What follows belongs to an exercise in optimizing a design on an open flow for small area, a short achievable clock period and few clock cycles; a production flow would make more cautious choices.
In this exercise RTL edits were held to simulation tests only and were not proved equivalent to the original.
No driver is modelled on the clock port, so clock power and skew are understated where the tree is cut down; a real chip needs a root buffer or a tree.
Power is estimated from default activity; no workload was simulated.

==> v25: inputs <==
## fact_machine_wrapper
module fact_machine_wrapper(
    input logic rst, go, clk,
    input logic [31:0] n,
    output logic [31:0] result,
    output logic done
    );
export LEC_CHECK = 0
export ABC_AREA = 1
export CAP_MARGIN = 20
export CORE_MARGIN = 2
export CORE_UTILIZATION = 40
export SETUP_SLACK_MARGIN = 3.25
export SLEW_MARGIN = 20
create_clock -name core_clock -period 5.0 [get_ports {clk}]
standard.sh (not shown) runs the stock make flow with config.mk's settings and CLKGATE_MAP_FILE= SYNTH_SCRIPT=/design/flow/synth_recipe.tcl, a recipe that flattens the netlist after the stock synthesis.
==> flow/flow/run.sh <==
#!/bin/bash
# The standard layout (standard.sh), with these changes:
#  - each port's buffer is a plain buf_1;
#  - if flow/resyn.scr exists, the combinational logic of the standard
#    synthesis is re-synthesised with that ABC script (flow/resyn.tcl);
#    flip-flops are kept exactly as the standard synthesis made them;
#  - after CTS, the clock tree is replaced by three clock buffers on the
#    clock port, each driving a third of the registers (flow/onebuf.tcl), so
#    every register's clock passes through one buffer of the same kind.
# Each tool's output goes to a log of its own in this folder.
set -euo pipefail
W=$(pwd)
R=$W/orfs/results/sky130hd/fact_machine_wrapper/base
export BUFFER_PORTS_ARGS="-buffer_cell sky130_fd_sc_hd__buf_1"
if [[ -f $W/flow/resyn.scr ]]; then
  bash standard.sh $R/1_2_yosys.v > standard_synth.log 2>&1
  cp $R/1_2_yosys.v $W/standard_1_2_yosys.v
  YOSYS=${YOSYS_EXE:-$(dirname "$FLOW_HOME")/tools/install/yosys/bin/yosys}
  LIB=$FLOW_HOME/platforms/sky130hd/lib/sky130_fd_sc_hd__tt_025C_1v80.lib \
  IN=$W/standard_1_2_yosys.v OUT=$W/resyn.v TOP=$FLOW_TOP ABCSCRIPT=$W/flow/resyn.scr \
    $YOSYS -c $W/flow/resyn.tcl > resyn.log 2>&1
  cp $W/resyn.v $R/1_2_yosys.v
fi
bash standard.sh $R/4_cts.odb > standard_to_cts.log 2>&1
IN_ODB=$R/4_cts.odb OUT_ODB=$R/4_cts.odb CLK_NBUF=3 CLK_BUF=sky130_fd_sc_hd__clkbuf_8 CLK_PORT=clk \
PLATFORM_DIR=$FLOW_HOME/platforms/sky130hd \
  openroad -no_init -exit $W/flow/onebuf.tcl > onebuf.log 2>&1
bash standard.sh > standard.log 2>&1
Other scripts of this flow, unchanged in this note and not shown: flow/flow/onebuf.tcl, flow/flow/resyn.tcl
==> v37 (differences from v25) <==
--- a/flow/config.mk
+++ b/flow/config.mk
@@ -8,6 +8,6 @@
 export ABC_AREA = 1
 export CAP_MARGIN = 20
 export CORE_MARGIN = 2
-export CORE_UTILIZATION = 40
+export CORE_UTILIZATION = 25
 export SETUP_SLACK_MARGIN = 3.25
 export SLEW_MARGIN = 20
==> run summary <==
- Of v25 and v37, v37 has the higher final area (gap 2.2%, measured against v37).
- Against v37, the power of v25 is lower by 0.56%.
- Synthesized cell count is the same in v25 and v37.
- Between v37 and v25, the lower die area is in v25 (gap 56%, measured against v25).
- Between v25 and v37, the lower register-to-register slack is in v37 (gap 0.05 ns).
- Between v37 and v25, the lower routed wire length is in v25 (gap about 11%, measured against v25).
Testbench counts of v25, summed over its fixed seeds: cycles 960.
Testbench counts of v37, summed over its fixed seeds: cycles 960.
In every run of this note, the design's own scripts or RTL, not TritonCTS, make the clock network.


==> trial 37 <==
==> flow/design.v <==
module fact_machine_wrapper(
    input logic rst, go, clk,
    input logic [31:0] n,
    output logic [31:0] result,
    output logic done
    );
    logic        busy;        
    logic [5:0]  code;        
    logic [31:0] table_out;   
    assign table_out[0] = (code == 6'd0) | (code == 6'd1);
    assign table_out[1] = (code == 6'd2) | (code == 6'd3);
    assign table_out[2] = (code == 6'd3);
    assign table_out[3] = (code == 6'd4) | (code == 6'd5);
    assign table_out[4] = (code == 6'd4) | (code == 6'd5) | (code == 6'd6) | (code == 6'd7);
    assign table_out[5] = (code == 6'd5) | (code == 6'd7);
    assign table_out[6] = (code == 6'd5) | (code == 6'd6);
    assign table_out[7] = (code == 6'd6) | (code == 6'd7) | (code == 6'd8) | (code == 6'd9);
    assign table_out[8] = (code == 6'd7) | (code == 6'd8) | (code == 6'd9) | (code == 6'd10) | (code == 6'd11);
    assign table_out[9] = (code == 6'd6) | (code == 6'd7) | (code == 6'd10);
    assign table_out[10] = (code == 6'd8) | (code == 6'd10) | (code == 6'd11) | (code == 6'd12) | (code == 6'd13);
    assign table_out[11] = (code == 6'd8) | (code == 6'd9) | (code == 6'd10) | (code == 6'd12) | (code == 6'd13) | (code == 6'd14) | (code == 6'd15);
    assign table_out[12] = (code == 6'd7) | (code == 6'd8) | (code == 6'd10) | (code == 6'd11) | (code == 6'd12) | (code == 6'd15);
    assign table_out[13] = (code == 6'd12) | (code == 6'd14);
    assign table_out[14] = (code == 6'd10) | (code == 6'd12) | (code == 6'd13) | (code == 6'd15);
    assign table_out[15] = (code == 6'd8) | (code == 6'd9) | (code == 6'd12) | (code == 6'd13) | (code == 6'd16) | (code == 6'd17);
    assign table_out[16] = (code == 6'd9) | (code == 6'd10) | (code == 6'd11) | (code == 6'd14) | (code == 6'd15) | (code == 6'd16) | (code == 6'd17) | (code == 6'd18) | (code == 6'd19);
    assign table_out[17] = (code == 6'd10) | (code == 6'd14) | (code == 6'd15) | (code == 6'd18);
    assign table_out[18] = (code == 6'd9) | (code == 6'd10) | (code == 6'd12) | (code == 6'd15) | (code == 6'd16) | (code == 6'd17) | (code == 6'd20) | (code == 6'd21);
    assign table_out[19] = (code == 6'd12) | (code == 6'd13) | (code == 6'd14) | (code == 6'd17) | (code == 6'd19) | (code == 6'd22) | (code == 6'd23);
    assign table_out[20] = (code == 6'd10) | (code == 6'd14) | (code == 6'd15) | (code == 6'd16) | (code == 6'd18) | (code == 6'd20) | (code == 6'd22);
    assign table_out[21] = (code == 6'd10) | (code == 6'd11) | (code == 6'd13) | (code == 6'd14) | (code == 6'd15) | (code == 6'd16) | (code == 6'd18) | (code == 6'd20) | (code == 6'd23);
    assign table_out[22] = (code == 6'd11) | (code == 6'd15) | (code == 6'd16) | (code == 6'd17) | (code == 6'd18) | (code == 6'd21) | (code == 6'd22) | (code == 6'd23) | (code == 6'd24) | (code == 6'd25);
    assign table_out[23] = (code == 6'd12) | (code == 6'd17) | (code == 6'd19) | (code == 6'd20) | (code == 6'd21) | (code == 6'd22) | (code == 6'd24) | (code == 6'd25) | (code == 6'd26) | (code == 6'd27);
    assign table_out[24] = (code == 6'd13) | (code == 6'd15) | (code == 6'd16) | (code == 6'd23) | (code == 6'd24) | (code == 6'd25) | (code == 6'd26);
    assign table_out[25] = (code == 6'd11) | (code == 6'd13) | (code == 6'd15) | (code == 6'd16) | (code == 6'd17) | (code == 6'd18) | (code == 6'd19) | (code == 6'd20) | (code == 6'd23) | (code == 6'd25) | (code == 6'd28) | (code == 6'd29);
    assign table_out[26] = (code == 6'd12) | (code == 6'd14) | (code == 6'd15) | (code == 6'd16) | (code == 6'd17) | (code == 6'd19) | (code == 6'd28) | (code == 6'd29) | (code == 6'd30) | (code == 6'd31);
    assign table_out[27] = (code == 6'd12) | (code == 6'd14) | (code == 6'd17) | (code == 6'd18) | (code == 6'd21) | (code == 6'd25) | (code == 6'd27) | (code == 6'd28) | (code == 6'd31);
    assign table_out[28] = (code == 6'd12) | (code == 6'd13) | (code == 6'd15) | (code == 6'd16) | (code == 6'd21) | (code == 6'd23) | (code == 6'd24) | (code == 6'd25) | (code == 6'd26) | (code == 6'd27) | (code == 6'd29) | (code == 6'd30);
    assign table_out[29] = (code == 6'd13) | (code == 6'd15) | (code == 6'd16) | (code == 6'd17) | (code == 6'd21) | (code == 6'd22) | (code == 6'd23) | (code == 6'd25) | (code == 6'd28) | (code == 6'd29) | (code == 6'd31);
    assign table_out[30] = (code == 6'd13) | (code == 6'd14) | (code == 6'd15) | (code == 6'd16) | (code == 6'd17) | (code == 6'd18) | (code == 6'd22) | (code == 6'd24) | (code == 6'd25) | (code == 6'd27) | (code == 6'd30);
    assign table_out[31] = (code == 6'd17) | (code == 6'd18) | (code == 6'd20) | (code == 6'd21) | (code == 6'd22) | (code == 6'd24) | (code == 6'd26) | (code == 6'd28) | (code == 6'd29) | (code == 6'd32) | (code == 6'd33);
    always_ff @(posedge clk) begin
        if (rst) begin
            busy <= 1'b0;
            done <= 1'b0;
        end else begin
            busy <= go;
            done <= ~go & (done | busy);
        end
    end
    always_ff @(posedge clk) begin
        if (go)
            code <= n[5:0] | {6{|n[31:6]}};
        result <= table_out;
    end
endmodule
==> flow/flow/run.sh <==
#!/bin/bash
# The standard layout (standard.sh), with these changes:
#  - each port's buffer is a plain buf_1;
#  - if flow/resyn.scr exists, the combinational logic of the standard
#    synthesis is re-synthesised with that ABC script (flow/resyn.tcl);
#    flip-flops are kept exactly as the standard synthesis made them;
#  - after CTS, the clock tree is replaced by three clock buffers on the
#    clock port, each driving a third of the registers (flow/onebuf.tcl), so
#    every register's clock passes through one buffer of the same kind.
# Each tool's output goes to a log of its own in this folder.
set -euo pipefail
W=$(pwd)
R=$W/orfs/results/sky130hd/fact_machine_wrapper/base
export BUFFER_PORTS_ARGS="-buffer_cell sky130_fd_sc_hd__buf_1"
if [[ -f $W/flow/resyn.scr ]]; then
  bash standard.sh $R/1_2_yosys.v > standard_synth.log 2>&1
  cp $R/1_2_yosys.v $W/standard_1_2_yosys.v
  YOSYS=${YOSYS_EXE:-$(dirname "$FLOW_HOME")/tools/install/yosys/bin/yosys}
  LIB=$FLOW_HOME/platforms/sky130hd/lib/sky130_fd_sc_hd__tt_025C_1v80.lib \
  IN=$W/standard_1_2_yosys.v OUT=$W/resyn.v TOP=$FLOW_TOP ABCSCRIPT=$W/flow/resyn.scr \
    $YOSYS -c $W/flow/resyn.tcl > resyn.log 2>&1
  cp $W/resyn.v $R/1_2_yosys.v
fi
bash standard.sh $R/4_cts.odb > standard_to_cts.log 2>&1
IN_ODB=$R/4_cts.odb OUT_ODB=$R/4_cts.odb CLK_NBUF=3 CLK_BUF=sky130_fd_sc_hd__clkbuf_8 CLK_PORT=clk \
PLATFORM_DIR=$FLOW_HOME/platforms/sky130hd \
  openroad -no_init -exit $W/flow/onebuf.tcl > onebuf.log 2>&1
bash standard.sh > standard.log 2>&1
==> flow/flow/onebuf.tcl <==
# Replace the clock tree that CTS built by CLK_NBUF clock buffers (cell
# CLK_BUF) that the clock port drives, each driving an equal share of the
# registers, grouped by position. Every register's clock then passes through
# exactly one buffer of the same kind. CTS's dummy loads are removed.
read_db $::env(IN_ODB)
set block [ord::get_db_block]
set buf_master [[ord::get_db] findMaster $::env(CLK_BUF)]
set clk_net [$block findNet $::env(CLK_PORT)]
set root ""
foreach it [$clk_net getITerms] {
  if {[$it isInputSignal]} { set root [$it getInst] }
}
if {$root eq ""} { error "no buffer on the clock port" }
set root_out ""
foreach it [$root getITerms] { if {[$it isOutputSignal]} { set root_out [$it getNet] } }
# collect every clock buffer below the root, level by level
set todo [list $root_out]
set sinks {}
set dead_insts {}
set dead_nets {}
while {[llength $todo]} {
  set net [lindex $todo 0]; set todo [lrange $todo 1 end]
  foreach it [$net getITerms] {
    if {![$it isInputSignal]} continue
    set inst [$it getInst]
    set m [[$inst getMaster] getName]
    if {[string match "sky130_fd_sc_hd__clkbuf_*" $m] || [string match "sky130_fd_sc_hd__buf_*" $m]} {
      lappend dead_insts $inst
      foreach o [$inst getITerms] {
        if {![$o isOutputSignal]} continue
        set onet [$o getNet]
        if {$onet eq "NULL" || $onet eq ""} continue
        lappend todo $onet
        lappend dead_nets $onet
      }
    } elseif {[$it getMTerm] ne "" && [[$it getMTerm] getName] eq "CLK"} {
      lappend sinks $it
    } else {
      # a dummy load CTS added for balancing: its output drives nothing
      foreach o [$inst getITerms] {
        if {![$o isOutputSignal]} continue
        set onet [$o getNet]
        if {$onet eq "NULL" || $onet eq ""} continue
        if {[llength [$onet getITerms]] > 1 || [llength [$onet getBTerms]] > 0} { error "clock sink [$inst getName] drives logic" }
        lappend dead_nets $onet
      }
      lappend dead_insts $inst
    }
  }
}
puts "clock sinks: [llength $sinks], buffers removed: [llength $dead_insts]"
foreach it $sinks { $it disconnect }
foreach inst $dead_insts { odb::dbInst_destroy $inst }
foreach net $dead_nets { odb::dbNet_destroy $net }
odb::dbInst_destroy $root
odb::dbNet_destroy $root_out
# split the sinks into K groups of equal size by position (slices across the
# wider side of their bounding box), each driven by one buffer on the port
set K $::env(CLK_NBUF)
set pts {}
set x0 1e18; set x1 -1e18; set y0 1e18; set y1 -1e18
foreach it $sinks {
  set b [[$it getInst] getBBox]
  set x [expr {([$b xMin] + [$b xMax]) / 2}]; set y [expr {([$b yMin] + [$b yMax]) / 2}]
  lappend pts [list $it $x $y]
  set x0 [expr {min($x0, $x)}]; set x1 [expr {max($x1, $x)}]; set y0 [expr {min($y0, $y)}]; set y1 [expr {max($y1, $y)}]
}
set key [expr {($x1 - $x0) >= ($y1 - $y0) ? 1 : 2}]
set pts [lsort -integer -index $key $pts]
set n [llength $pts]
for {set g 0} {$g < $K} {incr g} {
  set lo [expr {$g * $n / $K}]; set hi [expr {($g + 1) * $n / $K - 1}]
  set grp [lrange $pts $lo $hi]
  set net [odb::dbNet_create $block "clknet_$g"]
  $net setSigType CLOCK
  set inst [odb::dbInst_create $block $buf_master "clkbuf_$g"]
  [$inst findITerm A] connect $clk_net
  [$inst findITerm X] connect $net
  [$inst findITerm VPWR] connect [$block findNet VDD]
  [$inst findITerm VGND] connect [$block findNet VSS]
  [$inst findITerm VPB] connect [$block findNet VDD]
  [$inst findITerm VNB] connect [$block findNet VSS]
  set xs 0; set ys 0
  foreach p $grp { [lindex $p 0] connect $net; set xs [expr {$xs + [lindex $p 1]}]; set ys [expr {$ys + [lindex $p 2]}] }
  set m [llength $grp]
  $inst setLocation [expr {$xs / $m}] [expr {$ys / $m}]
  $inst setPlacementStatus PLACED
  puts "clock buffer clkbuf_$g drives $m sinks"
}
source $::env(PLATFORM_DIR)/setRC.tcl
detailed_placement
check_placement -verbose
write_db $::env(OUT_ODB)
==> flow/flow/resyn.tcl <==
# Re-synthesise the combinational logic of the standard synthesis netlist for
# area, keeping every flip-flop instance (name, cell type, connections).
yosys -import
set lib $::env(LIB)
read_liberty -ignore_miss_func -ignore_miss_dir $lib
read_verilog $::env(IN)
hierarchy -top $::env(TOP)
set ffs {}
foreach c [split [string trim [exec grep -oE {sky130_fd_sc_hd__[a-z0-9_]+} $::env(IN)]] "\n"] {
  if {[regexp {__(e?dfxtp|dfrtp|dfstp|dfbbp|sdf|dlx|dlrtp|edfxbp|dfxbp)} $c] && [lsearch $ffs $c] < 0} { lappend ffs $c }
}
puts "flip-flop cells kept: $ffs"
setattr -mod -set keep_hierarchy 1 {*}$ffs
flatten
foreach m $ffs { blackbox $m }
opt_clean -purge
abc -liberty $lib -script $::env(ABCSCRIPT)
read_liberty -lib -nooverwrite $lib
splitnets
opt_clean -purge
hilomap -singleton -hicell sky130_fd_sc_hd__conb_1 HI -locell sky130_fd_sc_hd__conb_1 LO
insbuf -buf sky130_fd_sc_hd__buf_4 A X
yosys rename -hide w:*.*
opt_clean -purge
tee -o $::env(OUT).stat stat -liberty $lib
check -assert -mapped
write_verilog -noattr -nohex -nodec $::env(OUT)
==> flow/standard.sh <==
#!/bin/bash
# synth_recipe.tcl (not shown) runs the flow's synth.tcl, then flattens the netlist and writes it again
# the make line also repeats each setting of config.mk as NAME=value (left out here)
make -C /OpenROAD-flow-scripts/flow DESIGN_CONFIG=/design/flow/config.mk WORK_HOME=/design/flow/orfs CLKGATE_MAP_FILE= SYNTH_SCRIPT=/design/flow/synth_recipe.tcl "${@:-finish}"
==> flow/config.mk <==
export PLATFORM = sky130hd
export DESIGN_NAME = fact_machine_wrapper
export DESIGN_NICKNAME = fact_machine_wrapper
export VERILOG_FILES = /design/flow/design.v
export SDC_FILE = /design/flow/constraint.sdc
export NUM_CORES = 4
export LEC_CHECK = 0
export ABC_AREA = 1
export CAP_MARGIN = 20
export CORE_MARGIN = 2
export CORE_UTILIZATION = 25
export SETUP_SLACK_MARGIN = 3.3
export SLEW_MARGIN = 20
==> flow/constraint.sdc <==
create_clock -name core_clock -period 5.0 [get_ports {clk}]
set_input_delay 1.0000 -clock core_clock [delete_from_list [all_inputs] [get_ports {clk}]]
set_output_delay 1.0000 -clock core_clock [all_outputs]
set_load 0.01 [all_outputs]
==> inputs of build 22, as changes to trial 37 <==
CORE_AREA = 2 2 72 72   (was default)
CORE_MARGIN = default   (was 2)
CORE_UTILIZATION = default   (was 25)
DIE_AREA = 0 0 74 74   (was default)
SETUP_SLACK_MARGIN = 3.25   (was 3.3)
==> notes <==
- In flip-flop and latch count, trial 37 and build 22 do not differ.
- Against build 22, the combinational power of trial 37 is larger by 9.0%.
- Of trial 37 and build 22, trial 37 has the higher cell count (gap about 3.5%, measured against build 22).
- Synthesized cell count is the same in build 22 and trial 37.
- Clock skew: trial 37 is lower than build 22 (0.0046 ns).
- Against trial 37, the global-route usage of build 22 is higher by 3.0 points.
- In synthesized area, trial 37 and build 22 do not differ.
- Against build 22, the routed wire length of trial 37 is larger by about 10%.
- Worst hold slack: trial 37 is worse than build 22 (0.010 ns).
- Critical path depth is the same in build 22 and trial 37.
- Of trial 37 and build 22, trial 37 has the higher die area (gap 36%, measured against build 22).
==> figures <==
metric                                                          trial 37        build 22
Layout Cell Area excl Fill                                      2182 um2        2096 um2
Combinational gate power                                       0.0761 mW       0.0698 mW
Initial detailed-routing violation count                              56             172
Hold Worst Slack                                               0.4730 ns       0.4831 ns
Area growth from synthesis to layout                              29.19%          24.07%
Total length of routed met2 wires                                2053 um         1860 um
Met1 capacity usage during global routing                         14.72%          19.12%
Max Clock Skew                                               0.004957 ns     0.009520 ns
Areal power density over the cells                          255.1 nW/um2    263.9 nW/um2
Highest cell delay on the worst timing path                      0.15 ns         0.21 ns
Via-per-instance ratio                                             4.393           4.644
Achievable clock frequency                                     608.9 MHz       600.4 MHz
Number of nets in the layout                                         344             341
Static leakage power                                            1.179 nW        1.082 nW
Wire length of the first global-routing pass                     7217 um         6506 um
Outcome                                                   finished clean  finished clean
Sequential portion of the cell area                               39.62%          41.07%
Final GP Congestion                                               0.9277          0.8781
CTS clk-pin slew, worst paths                                    0.08 ns         0.09 ns
IR Drop Worst-Case VDD                                        0.09732 mV      0.09072 mV
Overall die area                                                7430 um2        5476 um2
Final critical delay including setup and external delays        1.642 ns        1.665 ns
Launch point of the critical path                                  n[20]           n[11]
Testbench counts of trial 37, summed over its fixed seeds: cycles 960.
Testbench counts of build 22, summed over its fixed seeds: cycles 960.
No run of this note takes its clock network from TritonCTS; it comes from the design's own scripts or RTL.

==> afterwards: timing with drivers on the ports <==
How much do the figures lean on ideal ports? The routed layouts below were timed once more, with nothing changed but the port constraints.
Step 1 sets driving cells, clkbuf_16 on the clock port and buf_2 on the other inputs (assumed; they add their load-dependent delay and slew).
Step 2 adds t to the input delays and takes it off the output delays; t is the mean of the earliest and latest rising clock arrival at the registers after step 1. Input paths then give back, and output paths get back, about the clock's delay inside the block.
a / b / c = ideal / step 1 / step 2; a / b = the first two.
run	shift t [ns]	slack for setup (ns)	worst setup path at the end	clock arrival spread, ns	worst data-port slew with drivers (ns)
v25	0.188	3.349 / 3.342 / 3.187	input to register	0.007 / 0.007	0.03
v37	0.186	3.357 / 3.334 / 3.196	input to register	0.004 / 0.005	0.03
trial 37	0.188	3.358 / 3.357 / 3.195	input to register	0.006 / 0.005	0.03
build 22	0.183	3.335 / 3.340 / 3.171	input to register	0.010 / 0.011	0.03
After both steps setup and hold are still met in every run listed. The setup slack of build 22, which loses most, moves by +0.005 ns with the drivers and by -0.164 ns with both steps.
